Background: an optimization exercise with open tools, aiming at small area, a short achievable clock period and few clock cycles per item. Do not read the settings as production practice.
Function was checked by simulation only, so behaviour that the tests miss may differ from the original.
Power and IR drop assume default switching activity.

## ysyx_mulunit
module ysyx_mulunit (
    input          clk,
    input          rst_n,
    input          mul_valid,
    input  [63:0]  alu_src1,
    input  [63:0]  alu_src2,
    input  [3:0]   mul_expand_signed,
    output [129:0] mul_res,
    output         sh_fnsh_flag
);
Size: ~3200 cells after synthesis, ~320 flip-flops, about 270 I/O pins, roughly 28000 um^2 of cells after synthesis.
export LEC_CHECK = 0
export CAP_MARGIN = 20
export CORE_MARGIN = 2
export CORE_UTILIZATION = 50
export SETUP_SLACK_MARGIN = 4.6
export SLEW_MARGIN = 20
export SYNTH_HIERARCHICAL = 1
create_clock -name core_clock -period 8.0 [get_ports {clk}]
standard.sh (not shown) runs the stock make flow with config.mk's settings and CLKGATE_MAP_FILE= SYNTH_SCRIPT=/design/flow/synth_recipe.tcl, a recipe that flattens the netlist after the stock synthesis.
==> flow/flow/run.sh <==
#!/bin/bash
# Layout flow: the standard layout (standard.sh, which also runs the
# standard synthesis) with these settings changed:
#  - the port buffers start as buf_2 instead of the buffer the resizer picks;
#  - sizing may swap a cell for one of another footprint;
#  - clock tree synthesis inserts no dummy loads.
# make's output goes to make.log; each step's tool output is in orfs/logs/.
set -euo pipefail
bash standard.sh MATCH_CELL_FOOTPRINT=0 \
    "BUFFER_PORTS_ARGS=-buffer_cell sky130_fd_sc_hd__buf_2" \
    "CTS_ARGS=-sink_clustering_enable -repair_clock_nets -dont_use_dummy_load" \
    finish > make.log 2>&1
Testbench counts at the start, summed over its fixed seeds: cycles 34,590, muls 4,800.
Rerun with:
CORE_UTILIZATION = 57   (was 50)
SETUP_SLACK_MARGIN = 4.5   (was 4.6)
Result:
- The new run went through all stages and came out clean
- first-iteration DRC count is higher by roughly a tenth
- sequential share of layout area rises by 0.27 points
- worst setup slack loses 0.085 ns
Rerun with:
CORE_UTILIZATION = 50   (was 57)
TNS_END_PERCENT = 30   (was unset)
The changed run produced a clean layout.
Routed wire length hardly moves.
Power rises by about 0.4%.
Clock power rises by about 6%.
Register-to-register slack improved by 0.07 ns.
Hold slack got worse by 0.030 ns.
Final cell count rises by about 2%.
Sequential share of layout area falls by 0.13 points.
Design area rises by about 0.6%.
Setup slack improved by 0.073 ns.
Via count falls by 3.2%.
Rerun with:
CORE_UTILIZATION = 44   (was 50)
TNS_END_PERCENT = unset   (was 30)
=>
- die area goes up by 13%
- routed wire length goes up by 2.4%
- clock-buffer cell count stays the same
- maximum frequency goes down by 1.2%
Rerun with:
CORE_UTILIZATION = 50   (was 44)
GPL_ROUTABILITY_DRIVEN = 0   (was unset)
Effect:
- The changed run completed with no timing, DRC or antenna violations
- worst setup slack loses 0.011 ns
- fmax drops by 0.32%
- sequential share of layout area barely changes
- wire length drops by 4.2%
- design area is about the same
- count of clock-buffer cells in the layout is unchanged
- die area drops by 12%
- cell count drops by 2.5%
- critical path depth climbs by 2

---

Setup of red:
ysyx_mulunit again, from the RTL that the note above started with.
Settings: LEC_CHECK=0, CAP_MARGIN=20, CORE_MARGIN=2, CORE_UTILIZATION=50, SETUP_SLACK_MARGIN=4.5, SLEW_MARGIN=20, SYNTH_HIERARCHICAL=1; clock period 8.0 ns.
==> flow/flow/run.sh <==
#!/bin/bash
# Layout flow: the standard layout (standard.sh, which also runs the
# standard synthesis) with these settings changed:
#  - the port buffers start as buf_1 instead of the buffer the resizer picks;
#  - sizing may swap a cell for one of another footprint;
#  - clock tree synthesis inserts no dummy loads.
# make's output goes to make.log; each step's tool output is in orfs/logs/.
set -euo pipefail
bash standard.sh MATCH_CELL_FOOTPRINT=0 \
    "BUFFER_PORTS_ARGS=-buffer_cell sky130_fd_sc_hd__buf_1" \
    "CTS_ARGS=-sink_clustering_enable -repair_clock_nets -dont_use_dummy_load" \
    finish > make.log 2>&1
red reached the end of the flow, and the finished layout is clean on the timing, design-rule and antenna checks.
Testbench counts of red, summed over its fixed seeds: cycles 34,590, muls 4,800.
Setup changes, red to blue
Settings: a change of SETUP_SLACK_MARGIN from 4.5 to 4.7.
==> flow/flow/run.sh <==
#!/bin/bash
# Layout flow: the standard layout (standard.sh, which also runs the
# standard synthesis) with these settings changed:
#  - the port buffers start as buf_2 instead of the buffer the resizer picks;
#  - sizing may swap a cell for one of another footprint;
#  - clock tree synthesis inserts no dummy loads.
# make's output goes to make.log; each step's tool output is in orfs/logs/.
set -euo pipefail
bash standard.sh MATCH_CELL_FOOTPRINT=0 \
    "BUFFER_PORTS_ARGS=-buffer_cell sky130_fd_sc_hd__buf_2" \
    "CTS_ARGS=-sink_clustering_enable -repair_clock_nets -dont_use_dummy_load" \
    finish > make.log 2>&1
Results
On initial antenna violation count, the higher figure sits with blue, not red.
Compared to red, blue has worst clock skew 0.026 ns higher.
Going from red to blue, hold slack rose by 0.0086 ns, power density over the cells rose by about 1.1%, non-filler instance count after layout rose by about 0.6%.
blue ended up with u_mul.P[85] as its capture point of the critical path; red ended up with u_mul.prep.
Clock group power in blue is about 3% higher than in red
alu_src1[25] as the timing startpoint of the critical path was reported by red, and u_mul.P[41] by blue.
Per the comparison of blue with red, area of all placed cells without fillers rose 4.4%; final net count rose about 0.64%.
Input changes introduced in green (baseline for comparison: blue):
Settings: putting ABC_AREA at 1 where nothing was set; swapping 4.7 for 4.5 in SETUP_SLACK_MARGIN.
==> comparison <==
- The higher ratio of total power to cell area of green and blue is in blue.
- Growth of design area from synthesis to finish, green and blue, lower one = green.
- Between green and blue, it is green whose multi-input gate share of the layout cell area is lower, by 2.0 points.
- | post-cts sizing count | lower: green |
- green finished all stages; the layout is clean.
- Standard-cell row count for green: 3 up relative to blue
- Delta(power share of the clock group, green - blue) > 0
- First-pass GRT wire length | green above blue
[inputs] orange vs green
Settings: ABC_AREA removed (was 1).
==> results.txt <==
From green to orange the numbers moved as follows: number of stages on the worst setup path down 3; minimum clock period up 0.029 ns; peak per-stage delay on the critical path up 0.03 ns. Detailed-route wire length per cell ends up higher on orange. For green, the leading cell type in the layout, fill and taps excluded was nand2_1, unlike orange, where it was xnor2_1. Summary of orange over green: relative slew slack higher; maximum frequency lower; starting utilization of the core area lower. In the flow results for orange and green, the length in cells of the worst reg-to-reg path is larger on green. green -> orange: number of primary I/O pins delta 0, exact match.

## static timing again, ports no longer ideal
Ports are ideal in the flow. The routed layouts listed here were re-timed in OpenROAD. Step 1 assumes that a clkbuf_16 drives the clock port and a buf_2 every other input. Step 2 also shifts input and output timing later by t, the mid clock arrival at the registers, as if the neighbouring blocks saw the same clock. Slacks: no drivers / after step 1 / after step 2; pairs: no drivers / after step 1.
run	t (ns)	setup WS [ns]	hold WS [ns]	clock arrival spread, ns	worst register clock-pin slew, ns
the first run of note 1	0.610	4.580 / 4.597 / 4.007	0.430 / 0.430 / 0.430	0.045 / 0.046	0.06 / 0.06
the second run of note 1	0.605	4.496 / 4.496 / 4.053	0.448 / 0.448 / 0.448	0.071 / 0.071	0.07 / 0.07
the third run of note 1	0.612	4.569 / 4.569 / 4.050	0.417 / 0.417 / 0.417	0.060 / 0.060	0.06 / 0.06
the fourth run of note 1	0.620	4.527 / 4.527 / 4.109	0.425 / 0.425 / 0.425	0.053 / 0.052	0.06 / 0.06
the fifth run of note 1	0.627	4.516 / 4.516 / 3.995	0.441 / 0.441 / 0.441	0.047 / 0.047	0.06 / 0.06
red	0.605	4.565 / 4.574 / 4.001	0.426 / 0.426 / 0.426	0.028 / 0.027	0.06 / 0.06
blue	0.611	4.677 / 4.677 / 4.180	0.435 / 0.435 / 0.435	0.053 / 0.053	0.06 / 0.06
green	0.625	4.602 / 4.602 / 4.231	0.421 / 0.421 / 0.421	0.020 / 0.019	0.06 / 0.06
orange	0.611	4.572 / 4.572 / 4.038	0.419 / 0.419 / 0.419	0.063 / 0.063	0.06 / 0.06
After both steps setup and hold are still met in every run listed. For the first run of note 1, which loses most, drivers alone change the setup slack by +0.017 ns; drivers and shift together by -0.573 ns.
